Background: an optimization exercise with open tools, aiming at a short achievable clock period and few clock cycles. Do not read the settings as production practice.
At most, simulation tests tie the RTL to the original design; equivalence was not proved.
Power figures rest on the tool's default switching activity, not on a simulated workload.

## cpu4
module cpu4(input clk,
            input rst,
            output [7:0] imem_addr,
            input [15:0] imem_data,
            output [7:0] dmem_addr,
            output [15:0] dmem_wdata,
            output dmem_we,
            output dmem_re,
            input [15:0] dmem_rdata,
            output rf_we,
            output [3:0] rf_waddr,
            output [15:0] rf_wdata,
            output halted);
    genvar gi;
    reg [7:0]  pc;            
    reg [7:0]  pc1;           
    reg        halted_r;
    reg        e_valid;       
    reg        e_wr;          
    reg        e_ld;          
    reg        e_br;          
    reg        e_pred;        
    reg [5:0]  e_bt;          
    reg [3:0]  e_dst;
    reg [15:0] e_ra;          
    reg [15:0] e_rb;          
    reg [15:0] e_rd;          
    reg [15:0] e_imm;         
    reg        e_fa;          
    reg [5:0]  e_sb;          
    reg        e_cin;         
    reg [7:0]  e_redir;       
    reg [7:0]  e_redir1;      
    reg        e_re_r, e_we_r;
    reg [7:0]  e_daddr;       
    reg [15:0] e_wdata;       
    reg        w_we;
    reg [3:0]  w_addr;
    reg [15:0] w_data;
    reg [15:0] w_fwd;         
    wire [255:0] rfv;
    wire [15:0] zf;
    wire [15:0] e_a = e_fa ? w_fwd : e_ra;
    wire [15:0] e_b = ({16{e_sb[0]}} & e_rb) | ({16{e_sb[1]}} & ~e_rb) |
                      ({16{e_sb[2]}} & e_rd) | ({16{e_sb[3]}} & e_imm) |
                      ({16{e_sb[4]}} & w_fwd) | ({16{e_sb[5]}} & ~w_fwd);
    wire [16:0] sum17 = {e_a, 1'b1} + {e_b, e_cin};
    wire [15:0] alu   = sum17[16:1];
    wire [15:0] e_res = e_ld ? dmem_rdata : alu;
    wire eq   = (e_a == e_b);
    wire zero = (e_a == 16'd0);
    wire lt   = $signed(e_a) < $signed(e_b);
    wire gt   = $signed(e_a) > $signed(e_b);
    wire taken = (e_bt[0] & zero) | (e_bt[1] & ~zero) | (e_bt[2] & eq) |
                 (e_bt[3] & ~eq) | (e_bt[4] & lt) | (e_bt[5] & gt);
    wire mispredict = e_valid & e_br & (taken ^ e_pred);
    wire e_fwd = e_valid & e_wr;
    wire alu_zero = ((e_a ^ e_b) == {e_a[14:0] | e_b[14:0], e_cin});
    wire e_zero = e_ld ? (dmem_rdata == 16'd0) : alu_zero;
    generate
        for (gi = 0; gi < 16; gi = gi + 1) begin : R
            reg [15:0] q;
            reg z;
            always @(posedge clk)
  ...
For scale: roughly 1600 cells after synthesis, ~90 I/O pins, ~0.023 mm² of cells after synthesis.
Settings: LEC_CHECK=0, CAP_MARGIN=20, CORE_MARGIN=2, CORE_UTILIZATION=40, SETUP_SLACK_MARGIN=5, SLEW_MARGIN=20; clock period 8.0 ns.
run.sh (not shown) runs the stock make flow with config.mk's settings and CLKGATE_MAP_FILE= SYNTH_SCRIPT=/design/flow/synth_recipe.tcl, a recipe that flattens the netlist after the stock synthesis.
Next try:
--- a/flow/design.v
+++ b/flow/design.v
@@ -24,18 +24,22 @@
     reg [3:0]  e_dst;
     reg [15:0] e_ra;          
     reg [15:0] e_rb;          
     reg [15:0] e_rd;          
     reg [15:0] e_imm;         
     reg        e_fa;          
     reg [5:0]  e_sb;          
     reg        e_cin;         
-    reg [7:0]  e_redir;       
-    reg [7:0]  e_redir1;      
+    reg [7:0]  e_tgt;         
+    reg [7:0]  e_tgt1;        
+    reg [7:0]  e_fall;        
+    reg [7:0]  e_fall1;       
+    reg        e_zok;         
+    reg        e_zpre;        
     reg        e_re_r, e_we_r;
     reg [7:0]  e_daddr;       
     reg [15:0] e_wdata;       
     reg        w_we;
     reg [3:0]  w_addr;
     reg [15:0] w_data;
     reg [15:0] w_fwd;         
     wire [255:0] rfv;
@@ -89,23 +93,27 @@
     wire f_cmp  = f_beq | f_bneq | f_blt | f_bgt;    
     wire f_br   = f_bz | f_bnz | f_cmp;
     wire f_wr   = f_ld | f_rr | f_ri;
     wire fa = e_fwd & (e_dst == ra);
     wire fb = e_fwd & (e_dst == rb);
     wire fd = e_fwd & (e_dst == rd);
     wire same = (ra == rd);
     wire back = rb[3];
-    wire z_ra = fa ? e_zero : zf[ra];
-    wire f_pred = (f_bz & z_ra) | (f_bnz & ~z_ra) | (f_beq & (same | back)) |
+    wire z_ok = ~fa | e_zok;
+    wire z_ra = fa ? e_zpre : zf[ra];
+    wire f_pred = (f_bz & z_ok & z_ra) | (f_bnz & ~(z_ok & z_ra)) |
+                  (f_beq & (same | back)) |
                   (f_bneq & ~same) | ((f_blt | f_bgt) & ~same & back);
     wire [15:0] rf_a = rfv[ra*16 +: 16];
     wire [15:0] rf_b = rfv[rb*16 +: 16];
     wire [15:0] rf_d = rfv[rd*16 +: 16];
     wire [15:0] sx16 = {{12{rb[3]}}, rb};
+    wire [15:0] zk = f_sub ? sx16 : (16'd0 - sx16);
+    wire f_zpre = (rf_a == zk);
     wire b_imm = f_ri;
     wire b_rd  = f_cmp & ~fd;
     wire b_w   = (f_cmp & fd) | (~f_ri & ~f_cmp & fb & ~f_sub);
     wire b_wn  = ~f_ri & ~f_cmp & fb & f_sub;
     wire b_rb  = ~f_ri & ~f_cmp & ~fb & ~f_sub;
     wire b_rbn = ~f_ri & ~f_cmp & ~fb & f_sub;
     wire [3:0] hi   = pc1[7:4];
     wire [3:0] hi_p = hi + 4'd1;
@@ -125,18 +133,18 @@
         end
     endgenerate
     wire [4:0] l3 = {1'b0, pc1[3:0]} + 5'd1;
     wire [7:0] pc2 = {l3[4] ? hi_p : hi, l3[3:0]};
     wire [7:0] pc_tgt  = tgv[rb*8 +: 8];
     wire [7:0] pc_tgt1 = tgv1[rb*8 +: 8];
     wire [7:0] pc_pred  = f_pred ? pc_tgt  : pc1;
     wire [7:0] pc_pred1 = f_pred ? pc_tgt1 : pc2;
-    wire [7:0] f_redir  = f_pred ? pc1 : pc_tgt;
-    wire [7:0] f_redir1 = f_pred ? pc2 : pc_tgt1;
+    wire [7:0] e_redir  = e_pred ? e_fall : e_tgt;
+    wire [7:0] e_redir1 = e_pred ? e_fall1 : e_tgt1;
     wire f_go = ~mispredict & ~f_halt & ~halted_r;
     always @(posedge clk) begin
         if (rst) begin
             pc <= 8'd0;
             pc1 <= 8'd1;
             halted_r <= 1'b0;
             e_valid <= 1'b0;
             e_re_r <= 1'b0;
@@ -165,18 +173,22 @@
         e_dst <= rd;
         e_ra <= rf_a;
         e_rb <= rf_b;
         e_rd <= rf_d;
         e_imm <= f_sub ? ~sx16 : sx16;
         e_fa <= fa;
         e_sb <= {b_wn, b_w, b_imm, b_rd, b_rbn, b_rb};
         e_cin <= f_sub;
-        e_redir <= f_redir;
-        e_redir1 <= f_redir1;
+        e_tgt <= pc_tgt;
+        e_tgt1 <= pc_tgt1;
+        e_fall <= pc1;
+        e_fall1 <= pc2;
+        e_zok <= f_ri & ~fa;
+        e_zpre <= f_zpre;
         if (f_ld | f_st)
             e_daddr <= fa ? e_res[7:0] : rf_a[7:0];
         if (f_st)
             e_wdata <= fb ? e_res : rf_b;
         w_addr <= e_dst;
         w_data <= e_res;
         if (e_fwd)
             w_fwd <= e_res;
Hold slack is better by 0.064 ns.
Wire length is higher by 4.6%.
Cell area is higher by 6.8%.
Sequential share of layout area is lower by 1.4 points.
Total power is higher by 3.0%.
Core utilization is higher by 1.3 points.
Area after synthesis is higher by 3.9%.
First-iteration DRC count is lower by 5.9%.
Clock power is higher by about 3%.
Combinational power is higher by about 2%.
Die area is higher by 3.8%.
Fmax is lower by 0.36%.
Setup slack is worse by 0.014 ns.
Function was not checked in any run of this note: the RTL went through the layout flow alone.

* * *

cpu4, a different RTL version from the one above (not shown whole).
For scale: roughly 2300 cells after synthesis, roughly 90 I/O pins.
clock: 8.0 ns
lec_check: 0
cap_margin: 20
core_margin: 2
core_utilization: 40
setup_slack_margin: 5
slew_margin: 20
synth_hierarchical: 1
synth_minimum_keep_size: 0
The starting point passed the timing, DRC and antenna checks.
Change:
--- a/flow/design.v
+++ b/flow/design.v
@@ -129,29 +129,29 @@
             localparam [4:0] C1 = SK;
             wire [4:0] l1 = {1'b0, pc[3:0]} + C1;
             wire [3:0] h1 = l1[4] ? ((SK < 0) ? hi_m : hi_p) : hi;
             assign tgv[gi*8 +: 8] = {h1, l1[3:0]};    
         end
     endgenerate
     wire [4:0] l3 = {1'b0, pc[3:0]} + 5'd1;
     wire [7:0] pc1 = {l3[4] ? hi_p : hi, l3[3:0]};
     wire [7:0] pc_tgt;
     cpu4_mux16 #(.W(8)) tg(.d(tgv), .s(rb), .y(pc_tgt));
     wire [7:0] e_redir = e_pred ? e_fall : e_tgt;
     wire [7:0] pc_d;
-    wire pc_k = rst | mispredict | f_halt | halted_r;
-    wire [7:0] pc_kv = rst ? 8'd0 : mispredict ? e_redir : pc;
-    cpu4_pcnext pm(.z(z_ra), .t1(~pc_k & p_z), .f1(~pc_k & ~p_z),
-                   .t0(~pc_k & p_nz), .f0(~pc_k & ~p_nz),
-                   .kterm(pc_kv & {8{pc_k}}), .tgt(pc_tgt), .pc1(pc1),
+    wire hold = f_halt | halted_r;
+    cpu4_pcnext pm(.z(z_ra), .t1(~hold & p_z), .f1(~hold & ~p_z),
+                   .t0(~hold & p_nz), .f0(~hold & ~p_nz), .h(hold),
+                   .pc(pc), .tgt(pc_tgt), .pc1(pc1),
+                   .m(mispredict | rst), .redir(rst ? 8'd0 : e_redir),
                    .d(pc_d));
     always @(posedge clk)
         pc <= pc_d;
     wire f_go = ~mispredict & ~f_halt & ~halted_r;
     always @(posedge clk) begin
         if (rst) begin
             halted_r <= 1'b0;
             e_valid <= 1'b0;
             e_re_r <= 1'b0;
             e_we_r <= 1'b0;
             w_we <= 1'b0;
         end else begin
@@ -213,31 +213,35 @@
 module cpu4_zget(input z_ok,
                  input fa,
                  input zpre,
                  input zf,
                  output z);
     assign z = z_ok & (fa ? zpre : zf);
 endmodule
 module cpu4_pcnext(input z,
                    input t1,
                    input f1,
                    input t0,
                    input f0,
-                   input [7:0] kterm,
+                   input h,
+                   input [7:0] pc,
                    input [7:0] tgt,
                    input [7:0] pc1,
+                   input m,
+                   input [7:0] redir,
                    output [7:0] d);
-    wire [7:0] d1 = ({8{t1}} & tgt) | ({8{f1}} & pc1);
-    wire [7:0] d0 = ({8{t0}} & tgt) | ({8{f0}} & pc1);
-    assign d = (z ? d1 : d0) | kterm;
+    wire [7:0] d1 = ({8{t1}} & tgt) | ({8{f1}} & pc1) | ({8{h}} & pc);
+    wire [7:0] d0 = ({8{t0}} & tgt) | ({8{f0}} & pc1) | ({8{h}} & pc);
+    wire [7:0] df = z ? d1 : d0;
+    assign d = m ? redir : df;
 endmodule
 module cpu4_brcmp(input [5:0] bt,
                   input [15:0] x,
                   input [15:0] y,
                   output taken);
     wire [15:0] xu = {~x[15], x[14:0]};
     wire [15:0] yu = {~y[15], y[14:0]};
     wire [15:0] g0 = xu & ~yu;
     wire [15:0] l0 = ~xu & yu;
     wire [15:0] e0 = ~(xu ^ yu);
     wire [7:0] g1, l1, e1;
     wire [3:0] g2, l2, e2;
Outcome: Maximum frequency rose by 14%; cell area fell by 3.7%; first-iteration DRC count rose by 5.3%; worst setup slack improved by 0.49 ns; routed wire length hardly moves; synthesized cell count fell by 0.73%; combinational power rose by about 10%; clock-buffer cell count fell by 4; power rose by 1.4%; clock skew hardly moves; sequential share of layout area rose by 1.0 points.
No functional check of the RTL was part of any run of this note.

* * *

Another version of the RTL of cpu4 (not shown whole).
For scale: about 2400 cells after synthesis, about 460 flip-flops, about 90 I/O pins, ~28000 sq um of cells after synthesis.
Settings: LEC_CHECK=0, CAP_MARGIN=20, CORE_MARGIN=2, CORE_UTILIZATION=40, SETUP_SLACK_MARGIN=5, SLEW_MARGIN=20, SYNTH_HIERARCHICAL=1, SYNTH_MINIMUM_KEEP_SIZE=0; clock period 8.0 ns.
standard.sh (not shown) runs the stock make flow with config.mk's settings and CLKGATE_MAP_FILE= SYNTH_SCRIPT=/design/flow/synth_recipe.tcl, a recipe that flattens the netlist after the stock synthesis.
==> flow/flow/run.sh <==
#!/bin/bash
# Standard ORFS layout, with the port buffers made from buf_4 cells and
# timing repair aiming for a tighter setup margin.
set -o pipefail
bash standard.sh finish "BUFFER_PORTS_ARGS=-buffer_cell sky130_fd_sc_hd__buf_4" SETUP_SLACK_MARGIN=5.3 > standard.log 2>&1
Next try:
--- a/flow/design.v
+++ b/flow/design.v
@@ -105,19 +105,21 @@
     wire f_bgt  = (op == 4'd15);
     wire f_cmp  = f_beq | f_bneq | f_blt | f_bgt;    
     wire f_br   = f_bz | f_bnz | f_cmp;
     wire f_wr   = f_ld | f_rr | f_ri;
     wire fa = e_fwd & (e_dst == ra);
     wire fb = e_fwd & (e_dst == rb);
     wire fd = e_fwd & (e_dst == rd);
+    wire same = (ra == rd);
     wire back = rb[3];
     wire z_ok = ~fa | e_ri;
     wire zf_ra;
     cpu4_mux16 #(.W(1)) zf_rd(.d(zf), .s(ra), .y(zf_ra));
-    wire st_pred = ((f_beq | f_blt | f_bgt) & back) | f_bneq;
+    wire st_pred = (f_beq & (same | back)) | (f_bneq & ~same) |
+                   ((f_blt | f_bgt) & ~same & back);
     wire p_z  = f_bz | st_pred;
     wire p_nz = f_bnz | st_pred;
     wire z_ra;
     cpu4_zget zs(.z_ok(z_ok), .fa(fa), .zpre(e_zfwd), .zf(zf_ra), .z(z_ra));
     wire f_pred = z_ra ? p_z : p_nz;
     wire [15:0] rf_a, rf_b, rf_d;
     cpu4_mux16 #(.W(16)) rd_a(.d(rfv), .s(ra), .y(rf_a));
=> The new run completed without violations. Fmax rose slightly. Final cell count barely changes. Synthesized cell count rose slightly. Setup slack gains 0.026 ns. Clock power fell by a few percent. Via count rose slightly. Global-route usage rose by 1.1 points.
Testbench counts after the change, summed over its fixed seeds: cycles 15,983.
Only the layout flow was run in the first run of this note; the RTL was not checked for function there.

* * *

Another version of the RTL of cpu4 (not shown whole).
Size in the first run: about 1800 cells after synthesis, ~90 I/O pins, ~25000 sq um of cells after synthesis.
Settings: LEC_CHECK=0, CAP_MARGIN=20, CORE_MARGIN=2, CORE_UTILIZATION=40, SETUP_SLACK_MARGIN=5, SLEW_MARGIN=20, SYNTH_HIERARCHICAL=1, SYNTH_MINIMUM_KEEP_SIZE=0; clock period 8.0 ns.
run.sh (not shown) runs the stock make flow with config.mk's settings and CLKGATE_MAP_FILE= SYNTH_SCRIPT=/design/flow/synth_recipe.tcl, a recipe that flattens the netlist after the stock synthesis.
Stock flow here: none of the scripts above is used.
Change:
--- a/flow/design.v
+++ b/flow/design.v
@@ -97,19 +97,19 @@
     wire back = rb[3];
     wire z_ok = ~fa | e_zok;
     wire zf_ra;
     cpu4_mux16 #(.W(1)) zf_rd(.d(zf), .s(ra), .y(zf_ra));
     wire st_pred = (f_beq & (same | back)) | (f_bneq & ~same) |
                    ((f_blt | f_bgt) & ~same & back);
     wire p_z  = f_bz | st_pred;
     wire p_nz = f_bnz | st_pred;
-    wire f_pred;
-    cpu4_zsel zs(.z_ok(z_ok), .fa(fa), .zpre(e_zpre), .zf(zf_ra),
-                 .p_z(p_z), .p_nz(p_nz), .pred(f_pred));
+    wire z_ra;
+    cpu4_zget zs(.z_ok(z_ok), .fa(fa), .zpre(e_zpre), .zf(zf_ra), .z(z_ra));
+    wire f_pred = z_ra ? p_z : p_nz;
     wire [15:0] rf_a, rf_b, rf_d;
     cpu4_mux16 #(.W(16)) rd_a(.d(rfv), .s(ra), .y(rf_a));
     cpu4_mux16 #(.W(16)) rd_b(.d(rfv), .s(rb), .y(rf_b));
     cpu4_mux16 #(.W(16)) rd_d(.d(rfv), .s(rd), .y(rf_d));
     wire [15:0] sx16 = {{12{rb[3]}}, rb};
     wire [15:0] zk = f_sub ? sx16 : (16'd0 - sx16);
     wire f_zpre = (rf_a == zk);
     wire b_imm = f_ri;
@@ -132,19 +132,22 @@
         end
     endgenerate
     wire [4:0] l3 = {1'b0, pc[3:0]} + 5'd1;
     wire [7:0] pc1 = {l3[4] ? hi_p : hi, l3[3:0]};
     wire [7:0] pc_tgt;
     cpu4_mux16 #(.W(8)) tg(.d(tgv), .s(rb), .y(pc_tgt));
     wire [7:0] e_redir = e_pred ? e_fall : e_tgt;
     wire [7:0] pc_d;
-    cpu4_pcmux pm(.rst(rst), .misp(mispredict), .hold(f_halt | halted_r),
-                  .sel(f_pred), .redir(e_redir), .pc(pc), .tgt(pc_tgt),
-                  .pc1(pc1), .d(pc_d));
+    wire pc_k = rst | mispredict | f_halt | halted_r;
+    wire [7:0] pc_kv = rst ? 8'd0 : mispredict ? e_redir : pc;
+    cpu4_pcnext pm(.z(z_ra), .t1(~pc_k & p_z), .f1(~pc_k & ~p_z),
+                   .t0(~pc_k & p_nz), .f0(~pc_k & ~p_nz),
+                   .kterm(pc_kv & {8{pc_k}}), .tgt(pc_tgt), .pc1(pc1),
+                   .d(pc_d));
     always @(posedge clk)
         pc <= pc_d;
     wire f_go = ~mispredict & ~f_halt & ~halted_r;
     always @(posedge clk) begin
         if (rst) begin
             halted_r <= 1'b0;
             e_valid <= 1'b0;
             e_re_r <= 1'b0;
@@ -204,36 +207,35 @@
 endmodule
 module cpu4_add16(input [15:0] a,
                   input [15:0] b,
                   input cin,
                   output [15:0] s);
     wire [16:0] t = {a, 1'b1} + {b, cin};
     assign s = t[16:1];
 endmodule
-module cpu4_zsel(input z_ok,
+module cpu4_zget(input z_ok,
                  input fa,
                  input zpre,
                  input zf,
-                 input p_z,
-                 input p_nz,
-                 output pred);
-    wire z = z_ok & (fa ? zpre : zf);
-    assign pred = z ? p_z : p_nz;
-endmodule
-module cpu4_pcmux(input rst,
-                  input misp,
-                  input hold,
-                  input sel,
-                  input [7:0] redir,
-                  input [7:0] pc,
-                  input [7:0] tgt,
-                  input [7:0] pc1,
-                  output [7:0] d);
-    assign d = rst ? 8'd0 : misp ? redir : hold ? pc : sel ? tgt : pc1;
+                 output z);
+    assign z = z_ok & (fa ? zpre : zf);
+endmodule
+module cpu4_pcnext(input z,
+                   input t1,
+                   input f1,
+                   input t0,
+                   input f0,
+                   input [7:0] kterm,
+                   input [7:0] tgt,
+                   input [7:0] pc1,
+                   output [7:0] d);
+    wire [7:0] d1 = ({8{t1}} & tgt) | ({8{f1}} & pc1);
+    wire [7:0] d0 = ({8{t0}} & tgt) | ({8{f0}} & pc1);
+    assign d = (z ? d1 : d0) | kterm;
 endmodule
 module cpu4_brcmp(input [5:0] bt,
                   input [15:0] x,
                   input [15:0] y,
                   output taken);
     wire eq   = (x == y);
     wire zero = (x == 16'd0);
     wire lt   = $signed(x) < $signed(y);
What happened: The changed run completed without violations; non-clock buffer count falls by 19; setup slack gets worse by 600 ps; clock-buffer cell count rises by 2; via count rises by 0.91%; design area stays flat; area after synthesis rises by 0.46%; final cell count rises by 0.68%; combinational power falls by 13%; register-to-register slack gets worse by 600 ps; global-route usage rises by 0.49 points; sequential power barely changes.
No functional check of the RTL was part of any run of this note.

-- port drivers added, routing unchanged --
No port has a modelled driver above. Below, the same layouts with a new extraction and two added sets of constraints.
Step 1 sets driving cells, clkbuf_16 on the clock port and buf_2 on the other inputs (assumed; they add their load-dependent delay and slew).
Step 2 times the ports against the registers' clock, not the clock port: input delays grow and output delays shrink by t, the midpoint of the rising clock arrivals with the driver on.
Slacks: ideal ports / drivers / drivers and shift; pairs: ideal ports / drivers.
run | t (ns) | setup slack, ns | worst setup path at the end | clock arrival spread, ns | worst register clock-pin slew, ns
the first run of note 1 | 0.653 | 4.167 / 4.167 / 3.523 | input to register | 0.032 / 0.031 | 0.07 / 0.07
the second run of note 1 | 0.651 | 4.154 / 3.981 / 3.330 | input to register | 0.025 / 0.025 | 0.06 / 0.06
the first run of note 2 | 0.662 | 4.023 / 4.023 / 3.688 | input to register | 0.020 / 0.020 | 0.07 / 0.07
the second run of note 2 | 0.638 | 4.511 / 4.511 / 3.884 | input to register | 0.019 / 0.018 | 0.07 / 0.07
the first run of note 3 | 0.661 | 5.016 / 4.988 / 4.327 | input to register | 0.027 / 0.027 | 0.07 / 0.07
the second run of note 3 | 0.655 | 5.042 / 4.890 / 4.235 | input to register | 0.038 / 0.039 | 0.07 / 0.07
the first run of note 4 | 0.661 | 4.408 / 4.408 / 3.892 | input to register | 0.018 / 0.018 | 0.06 / 0.06
the second run of note 4 | 0.651 | 3.805 / 3.805 / 3.800 | input to register | 0.019 / 0.018 | 0.07 / 0.07
After both steps setup and hold are still met in every run listed. The setup slack of the second run of note 1, which loses most, moves by -0.173 ns with the drivers and by -0.824 ns with both steps.
